Context: an optimization exercise on an open-source flow, tuned for small area. The choices shown serve that exercise and are no tape-out recipe.
The RTL was checked by simulation tests, not by an equivalence proof against the original design.
No run shown here takes its clock network from TritonCTS; it comes from the design's own scripts or RTL.
The clock port is modelled as an ideal driver, which makes a skipped or thinned clock tree look cheaper than it is; a real chip needs a root buffer or a tree.
Power and IR drop assume default switching activity.

<file path="design/flow/constraint.sdc">
create_clock -name core_clock -period 20.0 [get_ports {clk_50M}]
set_input_delay 4.0000 -clock core_clock [delete_from_list [all_inputs] [get_ports {clk_50M}]]
set_output_delay 4.0000 -clock core_clock [all_outputs]
set_load 0.01 [all_outputs]
</file>
<file path="design/flow/flow/post_cts.tcl">
# split a list of {iterm x y} into k groups of (nearly) equal size by recursive
# bisection, alternating the axis
proc my_split {g k axis} {
  if {$k <= 1} { return [list $g] }
  set k1 [expr {$k / 2}]
  set s [lsort -integer -index $axis $g]
  set h [expr {([llength $s] * $k1 + $k / 2) / $k}]
  set na [expr {3 - $axis}]
  return [concat [my_split [lrange $s 0 [expr {$h-1}]] $k1 $na] [my_split [lrange $s $h end] [expr {$k - $k1}] $na]]
}

# Replace the clock tree that CTS built with a flat one: the clock port drives
# NLEAF clock buffers, each driving an equal share of the flip-flops, split by
# recursive bisection of their placed locations.
proc my_clock_tree {nleaf leafcell} {
  set block [ord::get_db_block]
  set db [ord::get_db]
  set clknet [$block findNet clk_50M]
  # remove the buffers and nets CTS made
  foreach inst [$block getInsts] {
    set n [$inst getName]
    if {[string match "clkbuf_*" $n] || [string match "clkload*" $n]} {
      puts "removing $n [[$inst getMaster] getName]"
      foreach it [$inst getITerms] { $it disconnect }
      odb::dbInst_destroy $inst
    }
  }
  foreach net [$block getNets] {
    if {[string match "clknet_*" [$net getName]]} {
      foreach it [$net getITerms] { $it disconnect }
      odb::dbNet_destroy $net
    }
  }
  set sinks {}
  foreach inst [$block getInsts] {
    if {[string match "*__df*" [[$inst getMaster] getName]]} {
      set it [$inst findITerm CLK]
      $it disconnect
      set b [$inst getBBox]
      lappend sinks [list $it [expr {([$b xMin]+[$b xMax])/2}] [expr {([$b yMin]+[$b yMax])/2}]]
    }
  }
  set groups [my_split $sinks $nleaf 1]
  set master [$db findMaster $leafcell]
  set k 0
  foreach g $groups {
    set sx 0; set sy 0
    foreach s $g { set sx [expr {$sx + [lindex $s 1]}]; set sy [expr {$sy + [lindex $s 2]}] }
    set cx [expr {$sx / [llength $g]}]; set cy [expr {$sy / [llength $g]}]
    set inst [odb::dbInst_create $block $master "clkbuf_leaf_$k"]
    set net [odb::dbNet_create $block "clknet_leaf_$k"]
    $net setSigType CLOCK
    $inst setLocation $cx $cy
    $inst setPlacementStatus PLACED
    [$inst findITerm A] connect $clknet
    [$inst findITerm X] connect $net
    foreach s $g { [lindex $s 0] connect $net }
    puts "clock leaf $k: [llength $g] flip-flops at ($cx, $cy)"
    incr k
  }
}

# largest estimated slew at a flip-flop clock pin
proc my_max_clk_slew {} {
  estimate_parasitics -placement
  set mx 0.0
  foreach inst [[ord::get_db_block] getInsts] {
    if {[string match "*__df*" [[$inst getMaster] getName]]} {
      set s [get_property [get_pins [$inst getName]/CLK] slew_max]
      if {$s > $mx} { set mx $s }
    }
  }
  return $mx
}

proc my_clock_tree_fit {} {
  my_clock_tree 3 sky130_fd_sc_hd__clkbuf_8
  detailed_placement
  set s [my_max_clk_slew]
  puts "clock tree: 3 x clkbuf_8, estimated max clock-pin slew $s"
  if {$s > 0.118} {
    my_clock_tree 2 sky130_fd_sc_hd__clkbuf_16
    detailed_placement
    set s [my_max_clk_slew]
    puts "clock tree: 2 x clkbuf_16, estimated max clock-pin slew $s"
  }
}

my_clock_tree_fit
check_placement -verbose
estimate_parasitics -placement
report_clock_skew
</file>
<file path="design/flow/flow/my_synth.tcl">
# The standard synthesis, with an area-oriented ABC script in place of
# ORFS's delay-oriented one.  Registers are mapped exactly as in the standard
# synthesis; only the combinational mapping differs.
proc abc {args} {
  set out {}
  set skip 0
  foreach a $args {
    if {$skip} { set skip 0; continue }
    if {$a eq "-script" || $a eq "-D" || $a eq "-constr"} { set skip 1; continue }
    lappend out $a
  }
  yosys abc -script $::env(MY_ABC_SCRIPT) {*}$out
}
source $::env(FLOW_SYNTH_TCL)
</file>
<file path="design/flow/config.mk">
export PLATFORM = sky130hd
export DESIGN_NAME = t1b_ultrasonic
export DESIGN_NICKNAME = t1b_ultrasonic
export VERILOG_FILES = /design/flow/design.v
export SDC_FILE = /design/flow/constraint.sdc
export NUM_CORES = 4
export LEC_CHECK = 0
export CAP_MARGIN = 20
export CORE_MARGIN = 2
export CORE_UTILIZATION = 40
export SLEW_MARGIN = 20
</file>
<file path="design/flow/standard.sh">
#!/bin/bash
# synth_recipe.tcl (not shown) runs the flow's synth.tcl, then flattens the netlist and writes it again
# the make line also repeats each setting of config.mk as NAME=value (left out here)
make -C /OpenROAD-flow-scripts/flow DESIGN_CONFIG=/design/flow/config.mk WORK_HOME=/design/flow/orfs CLKGATE_MAP_FILE= SYNTH_SCRIPT=/design/flow/synth_recipe.tcl "${@:-finish}"
</file>
<file path="design/flow/flow/area.abc">
strash; &get -n; &deepsyn -T 10; &dch -f; &nf -R 1000; &put; &get -n; &dch -f; &nf -R 1000; &put; topo
</file>
<file path="design/flow/flow/run.sh">
#!/bin/bash
# The standard layout (standard.sh), with:
#  - an area-oriented ABC mapping in synthesis (flow/my_synth.tcl, flow/area.abc);
#    registers are mapped exactly as in the standard synthesis
#  - the smallest buffer on every port
#  - a flat clock tree: after CTS, flow/post_cts.tcl replaces CTS's tree with
#    three clkbuf_8 (or, if their slew would be too close to the limit, two
#    clkbuf_16), each driving an equal share of the flip-flops
#  - a denser placement (shorter clock wires)
#  - no timing-driven buffering in global placement, and one tie cell for
#    the constant outputs
set -euo pipefail
W=$(pwd)
export MY_ABC_SCRIPT=$W/flow/area.abc
export FLOW_SYNTH_TCL=$W/synth_recipe.tcl
bash standard.sh SYNTH_SCRIPT=$W/flow/my_synth.tcl ADDER_MAP_FILE= SYNTH_INSBUF=0 \
  "BUFFER_PORTS_ARGS=-buffer_cell sky130_fd_sc_hd__buf_1" \
  GPL_TIMING_DRIVEN=0 SKIP_REPAIR_TIE_FANOUT=1 CORE_UTILIZATION=65 PLACE_DENSITY=0.8 \
  POST_CTS_TCL=$W/flow/post_cts.tcl \
  "CTS_ARGS=-sink_clustering_enable -sink_clustering_size 30 -sink_clustering_max_diameter 200 -buf_list sky130_fd_sc_hd__clkbuf_4 -root_buf sky130_fd_sc_hd__clkbuf_4 -dont_use_dummy_load -repair_clock_nets" \
  finish > flow_make.log 2>&1
</file>
<file path="design/flow/design.v">
module t1b_ultrasonic(
    input clk_50M, reset, echo_rx,
    output reg trig,
    output op,
    output wire [15:0] distance_out
);
localparam [19:0] LF_A = 20'h9d693;
localparam [19:0] LF_B = 20'h6cd59;
localparam [19:0] LF_C = 20'hceb49;
localparam [19:0] LF_R = 20'h01d39;
localparam [19:0] M_A = 20'hfefde;
localparam [19:0] M_B = 20'hedbff;
localparam [19:0] M_C = 20'h7f7ef;
localparam [8:0] U_P = 9'h100;
localparam [8:0] U_S = 9'h000;
localparam [8:0] U_E = 9'h017;
localparam [8:0] M_U = 9'h0bd;    
localparam [1:0] S_IDLE = 2'd0, S_WF = 2'd1, S_WAIT = 2'd2, S_MEAS = 2'd3;
reg [19:0] lf;
reg [1:0]  sub;
reg [10:0] dreg;
reg        det;
reg [8:0]  u;
reg [4:0]  p;
reg [10:0] q;
wire at_b = ((lf & M_B) == (LF_B & M_B));
wire at_c = ((lf & M_C) == (LF_C & M_C));
reg at_c_d;
always @(posedge clk_50M) at_c_d <= at_c;
wire meas = (sub == S_MEAS);
wire cnt  = meas & echo_rx & ~at_c;    
wire ovf  = ((u & M_U) == (U_E & M_U));
wire lnext = p[4] | (p[3:0] == 4'd7);
wire ld  = meas & ~echo_rx & ~at_c;
wire clr = ((sub == S_IDLE) & at_b & ~echo_rx) |
           ((sub == S_WF) & ~echo_rx) |
           ((sub == S_WAIT) & at_c & ~echo_rx) |
           (meas & at_c);
always @(posedge clk_50M or negedge reset) begin
    if (!reset) begin
        lf   <= LF_R;
        sub  <= S_IDLE;
        trig <= 1'b0;
        dreg <= 11'd0;
        det  <= 1'b0;
    end else begin
        lf <= {lf[18:0], ~(lf[19] ^ lf[2]) ^ at_c};
        trig <= (at_c_d & (lf[1] == 1'b1)) | (trig & ~at_b);
        case (sub)
            S_IDLE: if (at_b) sub <= S_WF;
            S_WF:   sub <= echo_rx ? S_MEAS : S_WAIT;
            S_WAIT: if (echo_rx) sub <= S_MEAS; else if (at_c) sub <= S_IDLE;
            default: if (~cnt) sub <= S_IDLE;
        endcase
        if (ld | clr) begin
            dreg <= ld ? q : 11'd0;
            det  <= ld & (q < 11'd70);
        end
    end
end
always @(posedge clk_50M) begin
    if (!meas) begin
        u <= U_P;
        p <= 5'd0;
        q <= 11'd0;
    end else if (ovf) begin
        u <= lnext ? U_P : U_S;
        p <= p[4] ? 5'd0 : p + 5'd1;
        q <= q + 11'd1;
    end else begin
        u <= {u[7:0], ~(u[8] ^ u[4])};
    end
end
assign op = det;
assign distance_out = {5'd0, dreg};
endmodule
</file>
==> key figures, run 1 <==
Detailed routing
  • Post-Route WL: 3410 µm
  • Antenna viol nets, final: 0
  • DR vias/cell: approximately 6
  • DR WL/cell: between 15 and 20 µm
  • Via count: roughly 1.3k
  • Drt first pass iters: 4
  • DRC errors left: 0
  • First-iteration detailed-routing DRC count: 51

Worst hold path
  • Min-delay worst type: flop to flop
  • Hold path cells: 0
  • Min-delay src: lf[11]
  • Hold endpoint: lf[12]

Setup path
  • CP max stage delay: 0.45 ns
  • CP max FO: 12
  • R2R setup slack: between 15 and 20 ns
  • Reg2Reg Depth: 10
  • Critical Path RT: 20.11 ns
  • Crit path kind: input pin to flop
  • CP max-delay cell: o21a_1
  • Arr. time, crit path: 5.21 ns
  • R2r endpoint: q[10]
  • Worst R2R Start: u[4]
  • Crit-path cells: buf_1 > clkinv_1 > o211ai_1 > o21a_1 > a22o_1
  • CP Capture Type: flop
  • Startpoint types: input pin

Synthesis
  • Synth area leaders: dfrtp_1, dfxtp_1, dfstp_2
  • Synthesized area: 2000 µm²
  • Top cell type's share of synthesized area: between 30 and 40%
  • Async set or reset register ratio after synthesis: 57.4%
  • Cell count after synthesis: between 150 and 200
  • Top cells by count, synth: dfrtp_1, dfxtp_1, a21oi_1, nor2_1, a22o_1
  • Top FF cell, synth: dfrtp_1
  • Yosys warnings: 1
  • Synth cell types: 26
  • Seq cells post-synth: between 60 and 70
  • Number of synthesized flops with an enable pin: 0
  • Dominant cell type by area after synthesis: dfrtp_1
  • Top-count cell post-synth: dfrtp_1
  • Sequential area share after synthesis: 70.3%
  • Synthesized Nets: between 150 and 200
  • Syn avg cell area: 12.4 µm²

Floorplanning
  • Die area: roughly 3500 µm²
  • Number of core rows: 20
  • Die height: 59.5 µm
  • Initial Utilization: 67.2%
  • Core area: around 3000 µm²
  • I/O pin count: 21
  • Die Width: about 60 µm

GRT
  • Largest net degree at the start of global routing: 36
  • GRT overflow: 0
  • GRT Total Usage: a little over a fifth
  • First-pass GRT wire length: about 5600 µm
  • Vias in the first global route: around 1.2k
  • Antenna violations before repair: 0

Final layout
  • FF/Latch Area: between 1000 and 1500 µm²
  • Area grow syn2layout: 7.50%
  • Final layout net count: 184
  • Share of cells above drive strength 1: under 10%
  • ANT cells: 0
  • Fill cells: 215
  • Multi-input logic area: between 500 and 600 µm²
  • Final core occ: ~72%

STA
  • RSZ-0062 raised after global routing: false
  • Max Clock Skew: between 0.009 and 0.01 ns
  • TNS Setup: 0 ns
  • Hold Fails Final Rpt: 0
  • Headroom to the max-slew limit: slightly below 50%
  • Final hold slack: between 0.3 and 0.4 ns
  • Fmax: slightly below 200 MHz
  • Worst Tran Pin Value: ~0.76 ns
  • Final worst path period share: 25.5%
  • Pins Over Slew Limit: 0
  • Minimum clock period: around 5.1 ns
  • Setup Viol. Count Final: 0

Place
  • Hpwl dp: 2310 µm
  • I/O Buffers: 15
  • GPL Wtd Cong: roughly 0.77

Power
  • Clock power share: a little under a quarter
  • Combinational power share: 6.1%
  • Internal power: between 0.0001 and 0.00015 W
  • Leak: 0.896 nW
  • Worst VDD drop: 0.0615 mV
  • Pwr Total: between 0.00015 and 0.0002 W
  • Part of the power in registers: a little over two thirds
  • PD cells: roughly 84 nW/µm²
  • Switching part of the total: 21.2%
  • P_sw: 0.0000382 W

Clocking
  • Clk sinks: slightly above 60
  • Clock Latency Late Sink: around 0.17 ns
  • Worst-path clk slew: approximately 0.11 ns

Outcome
  • Run status: timing/DRC/antenna clean

Flow run
  • Max-Cap Viols: 0
==> critical path: cells and delay by family <==
| kind | cells | cell delay [ns] |
|---|---|---|
| AOI/OAI and AO/OA | 3 | 0.88 |
| buffers and inverters | 2 | 0.32 |
==> cells in the final DEF, fill, tap and decap left out, drive strengths merged, types with 2 or more instances in the layout <==
master,Yosys,routed
nor2,13,13
dfxtp,26,26
and3,6,6
or4,2,2
buf,0,15
dfstp,8,8
clkinv,4,4
o21ai,10,10
and2,9,9
a22o,12,12
nand2,3,3
nand3,4,4
nand4b,2,2
a21oi,13,13
clkbuf,0,3
nor3,8,8
dfrtp,27,27
xor2,4,4
==> cell type report <==
type / count / area share [%]
Buffer: 3 / 1.92
Inverter: 4 / 0.698
Multi-Input combinational cell: 96 / 27.4
Sequential cell: 61 / 65.3
Tap cell: 33 / 1.92
Timing Repair Buffer: 15 / 2.67
==> per-stage QoR <==
stage,instances,cell area [µm²],setup slack (ns)
after floorplan,161,2000,14.97
after global placement,209,2100,14.48
after detailed placement,209,2110,14.75
after global routing,212,2150,14.81
final,212,2150,14.90
==> how the worst max path moves through the flow <==
stage               endpoint  slack, ns  cells past startpoint     from
floorplan                det      14.97                      2  echo_rx
global placement       lf[7]      14.48                      1    reset
detailed placement   dreg[6]      14.75                      5  echo_rx
global route         dreg[9]      14.81                      5  echo_rx
finish               dreg[5]      14.90                      5  echo_rx
==> cells by family after synthesis <==
family	count (synthesis)	share of synthesized area, %
flops	61	70.3
xor+xnor	5	2.19
mux	1	0.500
buf+inv	4	0.750
compound gates	39	12.8
other cells	1	0.187
simple gates	50	13.3
==> state kept, by name, summed over array words and instances, names as in the netlist <==
signal / cells
trig: 1
lf: 20
u: 9
q: 11
sub: 2
dreg: 11
at_c_d: 1
det: 1
p: 5
==> power by group through the flow <==
| stage | Clock (W) | Combinational (W) | Sequential, W |
|---|---|---|---|
| global placement | 0 | 0.0000106 | 0.000129 |
| finish | 0.0000423 | 0.0000110 | 0.000127 |
| floorplan | 0 | 0.00000662 | 0.000129 |
| global route | 0.0000476 | 0.0000126 | 0.000127 |
| detailed placement | 0 | 0.0000112 | 0.000129 |
==> routing by layer <==
layer	track usage [%]	wire length [µm]
met5	0	0
met4	8.89	46
met3	3.49	96
met2	32.5	1620
met1	31.8	1640
==> run 2, diff against run 1 <==
--- a/design/flow/flow/run.sh
+++ b/design/flow/flow/run.sh
@@ -1,6 +1,7 @@
 #!/bin/bash
 # The standard layout (standard.sh), with:
-#  - an area-oriented ABC mapping in synthesis (flow/my_synth.tcl, flow/area.abc);
+#  - an area-oriented ABC mapping in synthesis (flow/my_synth.tcl, flow/area.abc),
+#    best of six &deepsyn seeds;
 #    registers are mapped exactly as in the standard synthesis
 #  - the smallest buffer on every port
 #  - a flat clock tree: after CTS, flow/post_cts.tcl replaces CTS's tree with
==> design/flow/flow/area.abc (replaced) <==
strash; &get -n; &deepsyn -T 10 -S SEED; &dch -f; &nf -R 1000; &put; &get -n; &dch -f; &nf -R 1000; &put; topo
==> design/flow/flow/my_synth.tcl (replaced) <==
# The standard synthesis, with an area-oriented ABC mapping in place of
# ORFS's delay-oriented one.  Registers are mapped exactly as in the standard
# synthesis; only the combinational mapping differs.  ABC's &deepsyn is run
# with several random seeds and the smallest mapping is kept.
proc abc {args} {
  set out {}
  set lib {}
  set skip 0
  set prev {}
  foreach a $args {
    if {$skip} { set skip 0; set prev $a; continue }
    if {$a eq "-script" || $a eq "-D" || $a eq "-constr"} { set skip 1; continue }
    if {$prev eq "-liberty"} { set lib $a }
    lappend out $a
    set prev $a
  }
  set tmpl [read [open $::env(MY_ABC_SCRIPT)]]
  set dir [file dirname $::env(MY_ABC_SCRIPT)]
  yosys design -save my_pre_abc
  set best 1e30
  foreach seed {0 1 2 3 4 5} {
    yosys design -load my_pre_abc
    set f $::env(RESULTS_DIR)/my_abc_seed$seed.abc
    set fh [open $f w]
    puts $fh [string map [list SEED $seed] $tmpl]
    close $fh
    yosys abc -script $f {*}$out
    yosys tee -q -o $::env(RESULTS_DIR)/my_abc_seed$seed.stat stat -liberty $lib
    set txt [read [open $::env(RESULTS_DIR)/my_abc_seed$seed.stat]]
    regexp {Chip area for module [^:]*:\s*([0-9.]+)} $txt -> area
    puts "ABC seed $seed: area $area"
    if {$area < $best} { set best $area; yosys design -save my_best_abc }
  }
  yosys design -load my_best_abc
  puts "ABC: kept area $best"
}
source $::env(FLOW_SYNTH_TCL)
==> key figures, run 2 <==
Setup path
  • CP max FO: 12 (unchanged)
  • Crit-path cells: buf_1 > a21boi_0 > nor2_1 > nand2_1 > a22o_1 (was buf_1 > clkinv_1 > o211ai_1 > o21a_1 > a22o_1)
  • CP Capture Type: flop (unchanged)
  • Startpoint types: input pin (unchanged)
  • Crit path kind: input pin to flop (unchanged)
  • R2r endpoint: dreg[2] (was q[10])
  • CP max stage delay: 0.33 ns (was 0.45 ns)
  • Worst R2R Start: lf[0] (was u[4])
  • Arr. time, crit path: 5.02 ns (was 5.21 ns)
  • Critical Path RT: 20.06 ns (was 20.11 ns)
  • Reg2Reg Depth: 7 (was 10)
  • Crit path from: echo_rx (unchanged)
  • CP max-delay cell: a22o_1 (was o21a_1)
  • CP endpoint: dreg[2] (was dreg[5])
  • R2R setup slack: 16.99 ns (was 17.27 ns)

STA
  • Final hold slack: 0.375 ns (was 0.366 ns)
  • Max Clock Skew: 0.00665 ns (was 0.00949 ns)
  • Hold Fails Final Rpt: 0 (unchanged)
  • Headroom to the max-slew limit: 42.0% (was 49.1%)
  • Pins Over Slew Limit: 0 (unchanged)
  • Final worst slack: 15.04 ns (was 14.90 ns)
  • Final worst path period share: 24.8% (was 25.5%)
  • RSZ-0062 raised after global routing: false (unchanged)
  • Worst Tran Pin Value: 0.862 ns (was 0.759 ns)
  • Setup Viol. Count Final: 0 (unchanged)
  • Minimum clock period: 4.96 ns (was 5.10 ns)
  • Fmax: 201 MHz (was 196 MHz)
  • TNS Setup: 0 ns (unchanged)

Final layout
  • Final layout net count: 183 (was 184)
  • Regs by FF count: lf x20, dreg x11, q x11 (unchanged)
  • Fill cells: 223 (was 215)
  • Multi-input logic area: 584 µm² (was 591 µm²)
  • Area grow syn2layout: 7.28% (was 7.50%)
  • Layout Cells excl Fill: 211 (was 212)
  • FF/Latch Area: 1410 µm² (unchanged)
  • Most flop-heavy register: lf (unchanged)
  • Most frequent cells in the layout: dfrtp_1, dfxtp_1, nor2_1, buf_1 (was dfrtp_1, dfxtp_1, buf_1)
  • Max FFs per register: 20 (unchanged)
  • ANT cells: 0 (unchanged)
  • Most common cell after layout, fill and taps aside: dfrtp_1 (unchanged)
  • Share of cells above drive strength 1: 7.30% (was 7.82%)

Synthesis
  • Top FF cell, synth: dfrtp_1 (unchanged)
  • Dominant cell type by area after synthesis: dfrtp_1 (unchanged)
  • Seq cells post-synth: 61 (unchanged)
  • Top-count cell post-synth: dfrtp_1 (unchanged)
  • Top cells by count, synth: dfrtp_1, dfxtp_1, nor2_1 (was dfrtp_1, dfxtp_1, a21oi_1, nor2_1, a22o_1)
  • Cell count after synthesis: 160 (was 161)
  • Synthesized area: 1990 µm² (was 2000 µm²)
  • Synth cell types: 26 (unchanged)
  • Async set or reset register ratio after synthesis: 57.4% (unchanged)
  • Sequential area share after synthesis: 70.6% (was 70.3%)
  • Synthesized Nets: 163 (was 164)
  • Number of synthesized flops with an enable pin: 0 (unchanged)
  • Yosys warnings: 1 (unchanged)
  • Top cell type's share of synthesized area: 33.9% (was 33.8%)
  • Synth area leaders: dfrtp_1, dfxtp_1, dfstp_2 (unchanged)
  • Syn avg cell area: 12.5 µm² (was 12.4 µm²)

Floorplanning
  • Number of core rows: 20 (unchanged)
  • I/O pin count: 21 (unchanged)
  • Die height: 59.4 µm (was 59.5 µm)
  • Die Width: 59.4 µm (was 59.5 µm)
  • Die area: 3530 µm² (was 3540 µm²)
  • Core area: 2980 µm² (unchanged)
  • Initial Utilization: 66.9% (was 67.2%)

Detailed routing
  • Post-Route WL: 3310 µm (was 3410 µm)
  • DRC errors left: 0 (unchanged)
  • Drt first pass iters: 4 (unchanged)
  • Antenna viol nets, final: 0 (unchanged)
  • DR WL/cell: 15.7 µm (was 16.1 µm)
  • Via count: 1289 (was 1269)
  • DR vias/cell: 6.11 (was 5.99)
  • First-iteration detailed-routing DRC count: 60 (was 51)

Power
  • Worst VDD drop: 0.0668 mV (was 0.0615 mV)
  • PD cells: 94.2 nW/µm² (was 83.6 nW/µm²)
  • Leak: 0.889 nW (was 0.896 nW)
  • Pwr Total: 0.000201 W (was 0.000180 W)

Place
  • Placed cell count: 208 (was 209)
  • GPL Wtd Cong: 0.806 (was 0.767)
  • Hpwl dp: 2390 µm (was 2310 µm)
  • I/O Buffers: 15 (unchanged)
  • Place WS: 14.55 ns (was 14.75 ns)

GRT
  • GRT overflow: 0 (unchanged)
  • Largest net degree at the start of global routing: 36 (unchanged)
  • First-pass GRT wire length: 5590 µm (was 5640 µm)
  • Vias in the first global route: 1271 (was 1204)
  • Antenna violations before repair: 0 (unchanged)
  • GRT Total Usage: 21.0% (was 21.7%)

Clocking
  • Worst-path clk slew: 0.11 ns (about the same)
  • Clk sinks: 61 (unchanged)
  • Clock Latency Late Sink: 0.17 ns (about the same)

Worst hold path
  • Hold path cells: 0 (unchanged)
  • Min-delay worst type: flop to flop (unchanged)

Outcome
  • Run status: timing/DRC/antenna clean (unchanged)

Flow run
  • Max-Cap Viols: 0 (unchanged)
==> run 2: changes by cell type after synthesis, sizes merged, moves of 2 or more <==
cell and change:
o21ai -4, nand2 +2, clkinv -2, o22ai +2
==> run 2: worst min path at each step <==
stage,end,startpoint,slack (ns)
finish,lf[11],lf[10],0.38
global route,lf[11],lf[10],0.38
detailed placement,lf[8],lf[7],0.35
global placement,lf[8],lf[7],0.35
floorplan,lf[8],lf[7],0.35
==> run 2: power by group <==
| part | internal (W) | switching, W |
|---|---|---|
| Sequential | 0.000128 | 0.00000437 |
| Combinational | 0.00000771 | 0.0000199 |
| Clock | 0.0000140 | 0.0000273 |
| Total | 0.000150 | 0.0000515 |
==> run 2: cell families after synthesis <==
| family | Yosys count | synth area share [%] |
|---|---|---|
| other cells | 1 | 0.188 |
| flops | 61 | 70.6 |
| xor+xnor | 5 | 2.20 |
| compound gates | 36 | 12.1 |
| buf+inv | 2 | 0.377 |
| simple gates | 55 | 14.6 |
==> run 2: through the flow <==
step                instance area, µm²  utilization (%)
global placement                  2090             70.2
finish                            2140             71.8
detailed placement                2090             70.3
floorplan                         1990                -
global route                      2140             71.8
==> run 2: worst max-delay path, delay by kind of cell <==
kind	cells	cell delay [ns]
and+or+nand+nor	2	0.45
AOI/OAI and AO/OA	2	0.47
buffers and inverters	1	0.10
==> run 2: area by class of cell <==
type / instances / share of cell area [%]
flip-flops and latches: 61 / 65.8
multi-input cells: 97 / 27.3
repair buffers: 15 / 2.69
plain buffers: 3 / 1.93
well taps: 33 / 1.93
inverters: 2 / 0.351
==> run 2: metal layers <==
| metal | track usage, % | vias to the layer above | part of all wire [%] |
|---|---|---|---|
| li1 | - | 610 | - |
| met1 | 27.3 | 643 | 47 |
| met2 | 34.5 | 31 | 48 |
| met3 | 3.93 | 5 | 3.7 |
| met4 | 8.77 | 0 | 1.1 |
| met5 | 0 | - | 0 |
==> run 3, diff against run 2 <==
--- a/design/flow/design.v
+++ b/design/flow/design.v
@@ -20,9 +20,11 @@
 reg [1:0]  sub;
 reg [10:0] dreg;
 reg        det;
-reg [8:0]  u;
-reg [4:0]  p;
-reg [10:0] q;
+localparam [8:0] U_I = 9'h155;
+reg [8:0]  u_q;
+wire [8:0] u = u_q ^ U_I;
+reg [4:0]    p;
+reg [10:0]   q;
 wire at_b = ((lf & M_B) == (LF_B & M_B));
 wire at_c = ((lf & M_C) == (LF_C & M_C));
 reg at_c_d;
@@ -60,15 +62,15 @@
 end
 always @(posedge clk_50M) begin
     if (!meas) begin
-        u <= U_P;
+        u_q <= U_P ^ U_I;
         p <= 5'd0;
         q <= 11'd0;
     end else if (ovf) begin
-        u <= lnext ? U_P : U_S;
-        p <= p[4] ? 5'd0 : p + 5'd1;
-        q <= q + 11'd1;
+        u_q <= (lnext ? U_P : U_S) ^ U_I;
+        p <= (p[4] ? 5'd0 : p + 5'd1);
+        q <= (q + 11'd1);
     end else begin
-        u <= {u[7:0], ~(u[8] ^ u[4])};
+        u_q <= {u[7:0], ~(u[8] ^ u[4])} ^ U_I;
     end
 end
 assign op = det;
--- a/design/flow/flow/run.sh
+++ b/design/flow/flow/run.sh
@@ -7,7 +7,8 @@
 #  - a flat clock tree: after CTS, flow/post_cts.tcl replaces CTS's tree with
 #    three clkbuf_8 (or, if their slew would be too close to the limit, two
 #    clkbuf_16), each driving an equal share of the flip-flops
-#  - a denser placement (shorter clock wires)
+#  - a denser placement (shorter clock wires), in a core still large enough
+#    for two met5 power straps of each net
 #  - no timing-driven buffering in global placement, and one tie cell for
 #    the constant outputs
 set -euo pipefail
@@ -16,7 +17,7 @@
 export FLOW_SYNTH_TCL=$W/synth_recipe.tcl
 bash standard.sh SYNTH_SCRIPT=$W/flow/my_synth.tcl ADDER_MAP_FILE= SYNTH_INSBUF=0 \
   "BUFFER_PORTS_ARGS=-buffer_cell sky130_fd_sc_hd__buf_1" \
-  GPL_TIMING_DRIVEN=0 SKIP_REPAIR_TIE_FANOUT=1 CORE_UTILIZATION=65 PLACE_DENSITY=0.8 \
+  GPL_TIMING_DRIVEN=0 SKIP_REPAIR_TIE_FANOUT=1 CORE_UTILIZATION=60 PLACE_DENSITY=0.8 \
   POST_CTS_TCL=$W/flow/post_cts.tcl \
   "CTS_ARGS=-sink_clustering_enable -sink_clustering_size 30 -sink_clustering_max_diameter 200 -buf_list sky130_fd_sc_hd__clkbuf_4 -root_buf sky130_fd_sc_hd__clkbuf_4 -dont_use_dummy_load -repair_clock_nets" \
   finish > flow_make.log 2>&1
==> key figures, run 3 <==
STA
  • Minimum clock period: 5.04 ns (was 4.96 ns)
  • RSZ-0062 raised after global routing: false (unchanged)
  • Hold Fails Final Rpt: 0 (unchanged)
  • Max Clock Skew: 0.00660 ns (was 0.00665 ns)
  • Setup Viol. Count Final: 0 (unchanged)
  • Worst Tran Pin Value: 0.778 ns (was 0.862 ns)
  • Pins Over Slew Limit: 0 (unchanged)
  • Fmax: 198 MHz (was 201 MHz)
  • Final worst path period share: 25.2% (was 24.8%)
  • TNS Setup: 0 ns (unchanged)
  • Headroom to the max-slew limit: 47.9% (was 42.0%)

Synthesis
  • Async set or reset register ratio after synthesis: 57.4% (unchanged)
  • Syn avg cell area: 12.4 µm² (was 12.5 µm²)
  • Top cells by count, synth: dfrtp_1, dfxtp_1, nor2_1 (unchanged)
  • Synth cell types: 24 (was 26)
  • Yosys warnings: 1 (unchanged)
  • Synthesized area: 1970 µm² (was 1990 µm²)
  • Synth Area in XOR/XNOR: 1.78% (was 2.20%)
  • Cell count after synthesis: 159 (was 160)
  • Top FF cell, synth: dfrtp_1 (unchanged)
  • Adder-cell share of the synthesized area: 0% (unchanged)
  • Top cell type's share of synthesized area: 34.3% (was 33.9%)
  • Synthesized Nets: 162 (was 163)
  • Number of synthesized flops with an enable pin: 0 (unchanged)
  • Post-synthesis simple-gate area fraction: 13.5% (was 14.6%)
  • Synth area leaders: dfrtp_1, dfxtp_1, dfstp_2 (unchanged)
  • Sequential area share after synthesis: 71.4% (was 70.6%)
  • Proportion of synthesized area in mux cells: 0% (unchanged)
  • Main combinational cell family by area after synthesis: simple AND/OR/NAND/NOR gates (unchanged)
  • Seq cells post-synth: 61 (unchanged)
  • Post-synthesis compound-gate area fraction: 13.1% (was 12.1%)
  • Top-count cell post-synth: dfrtp_1 (unchanged)
  • Dominant cell type by area after synthesis: dfrtp_1 (unchanged)

Place
  • Hpwl dp: 2280 µm (was 2390 µm)
  • I/O Buffers: 15 (unchanged)
  • GPL Wtd Cong: 0.772 (was 0.806)
  • Placed Area: 2090 µm² (about the same)

Floorplanning
  • Die Width: 61.3 µm (was 59.4 µm)
  • I/O pin count: 21 (unchanged)
  • Die area: 3760 µm² (was 3530 µm²)
  • Number of core rows: 20 (unchanged)
  • Initial Utilization: 64.0% (was 66.9%)
  • Die height: 61.3 µm (was 59.4 µm)
  • Core area: 3080 µm² (was 2980 µm²)

Final layout
  • Share of cells above drive strength 1: 7.34% (was 7.30%)
  • ANT cells: 0 (unchanged)
  • Area grow syn2layout: 8.07% (was 7.28%)
  • Most common cell after layout, fill and taps aside: dfrtp_1 (unchanged)
  • Most flop-heavy register: lf (unchanged)
  • FF/Latch Area: 1410 µm² (unchanged)
  • Multi-input logic area: 568 µm² (was 584 µm²)
  • Fill cells: 234 (was 223)
  • Most frequent cells in the layout: dfrtp_1, dfxtp_1, nor2_1 (was dfrtp_1, dfxtp_1, nor2_1, buf_1)
  • Max FFs per register: 20 (unchanged)
  • Regs by FF count: lf x20, dreg x11, q x11 (unchanged)
  • Post-route cell area: 2130 µm² (was 2140 µm²)
  • Final layout net count: 182 (was 183)

GRT
  • First-pass GRT wire length: 5350 µm (was 5590 µm)
  • GRT Total Usage: 19.6% (was 21.0%)
  • Largest net degree at the start of global routing: 36 (unchanged)
  • Vias in the first global route: 1258 (was 1271)
  • GRT overflow: 0 (unchanged)
  • Antenna violations before repair: 0 (unchanged)

Worst hold path
  • Min-delay worst type: flop to flop (unchanged)
  • Min-delay src: lf[10] (unchanged)

Detailed routing
  • Via count: 1257 (was 1289)
  • DR vias/cell: 5.69 (was 6.11)
  • Drt first pass iters: 4 (unchanged)
  • Post-Route WL: 3260 µm (was 3310 µm)
  • DR WL/cell: 14.7 µm (was 15.7 µm)
  • First-iteration detailed-routing DRC count: 87 (was 60)
  • DRC errors left: 0 (unchanged)
  • Antenna viol nets, final: 0 (unchanged)

Power
  • Clock power share: 20.9% (was 20.5%)
  • Internal power: 0.000150 W (about the same)
  • Leak: 0.897 nW (was 0.889 nW)
  • Switching part of the total: 26.6% (was 25.6%)
  • Combinational power share: 14.7% (was 13.7%)
  • Part of the power in registers: 64.4% (was 65.8%)
  • PD cells: 95.9 nW/µm² (was 94.2 nW/µm²)
  • P_sw: 0.0000543 W (was 0.0000515 W)
  • Worst VDD drop: 0.0604 mV (was 0.0668 mV)

Clocking
  • Clock Latency Late Sink: 0.17 ns (about the same)
  • Worst-path clk slew: 0.11 ns (about the same)
  • Clk sinks: 61 (unchanged)

Flow run
  • Max-Cap Viols: 0 (unchanged)

Setup path
  • CP max FO: 12 (unchanged)
  • Worst R2R Start: u_q[2] (was lf[0])
  • Critical Path RT: 20.06 ns (about the same)
  • R2R setup slack: 16.75 ns (was 16.99 ns)
  • Arr. time, crit path: 5.11 ns (was 5.02 ns)
  • Crit path kind: input pin to flop (unchanged)
  • CP Capture Type: flop (unchanged)
  • Crit path from: echo_rx (unchanged)
  • Startpoint types: input pin (unchanged)

Outcome
  • Run status: timing/DRC/antenna clean (unchanged)
-- run 3: cell count changes after synthesis, moves of 3 or more --
cell	previous run	this run
and2_0	9	3
nand2_1	5	9
nor2_1	14	18
a21oi_1	12	15
-- run 3: layout make-up --
class | count | share of cell area (%)
plain buffers | 3 | 1.94
well taps | 44 | 2.59
multi-input cells | 98 | 26.7
flip-flops and latches | 61 | 66.1
repair buffers | 15 | 2.70
-- run 3: metal layers --
metal | wire [µm] | GRT usage (%)
met1 | 1510 | 24.3
met2 | 1610 | 33.4
met3 | 115 | 3.36
met4 | 19 | 9.32
met5 | 0 | 0
-- run 3: final timing paths --
| kind | to | cells after the start |
|---|---|---|
| max | det | 6 |
| min | lf[11] | 0 |
| max reg2reg | q[10] | 10 |
| min reg2reg | lf[11] | 0 |
| max in group asynchronous | lf[13] | 1 |
| min in group asynchronous | trig | 1 |
-- run 3: critical path: stages --
cell	delay, ns
buf_1	0.12
o21ai_0	0.18
nor2_1	0.06
a21oi_1	0.16
nand2_1	0.29
a32o_1	0.31
-- run 3: logic make-up after synthesis --
group           count (synthesis)
xor+xnor                        4
other cells                     1
compound gates                 39
flops                          61
simple gates                   54
-- run 3: power groups by stage --
stage               clock (W)  combinational, W  sequential (W)
floorplan                   0         0.0000206        0.000134
global placement            0         0.0000281        0.000133
detailed placement          0         0.0000304        0.000134
global route        0.0000470         0.0000349        0.000132
finish              0.0000426         0.0000301        0.000132
-- run 3: stage by stage --
stage               std cells  setup slack (ns)  hold WS [ns]  utilization (%)  total power (W)
floorplan                 159             14.97         0.343                -         0.000154
global placement          218             14.49         0.347             67.6         0.000162
detailed placement        218             14.78         0.357             67.8         0.000164
global route              221             14.80         0.378             69.1         0.000214
finish                    221             14.96         0.371             69.1         0.000204

-- afterwards: timing with drivers on the ports --
In the flow no input, the clock included, has a driving cell. The finished layouts below were timed again as built, in two steps. Step 1: set_driving_cell puts a clkbuf_16 on clk_50M and a buf_2 on each other input, an assumption about the parent block. Step 2 moves the port delays by t, midway between the first and last clock arrival at a register: inputs arrive t later, outputs are due t later. That takes back most of the time a late clock gives input paths. Three values: no drivers, after step 1, after step 2; two values: the first two.
run | t, ns | slack for setup (ns) | worst setup path at the end | clock arrival spread, ns | slew at the worst register clock pin (ns)
run 1 | 0.208 | 14.899 / 14.920 / 14.712 | input to register | 0.009 / 0.010 | 0.11 / 0.11
run 2 | 0.206 | 15.036 / 15.057 / 14.852 | input to register | 0.007 / 0.007 | 0.11 / 0.11
run 3 | 0.206 | 14.956 / 14.965 / 14.759 | input to register | 0.006 / 0.007 | 0.12 / 0.12
After both steps setup and hold are still met in every run listed. For run 3, which loses most, drivers alone change the setup slack by +0.009 ns; drivers and shift together by -0.197 ns.
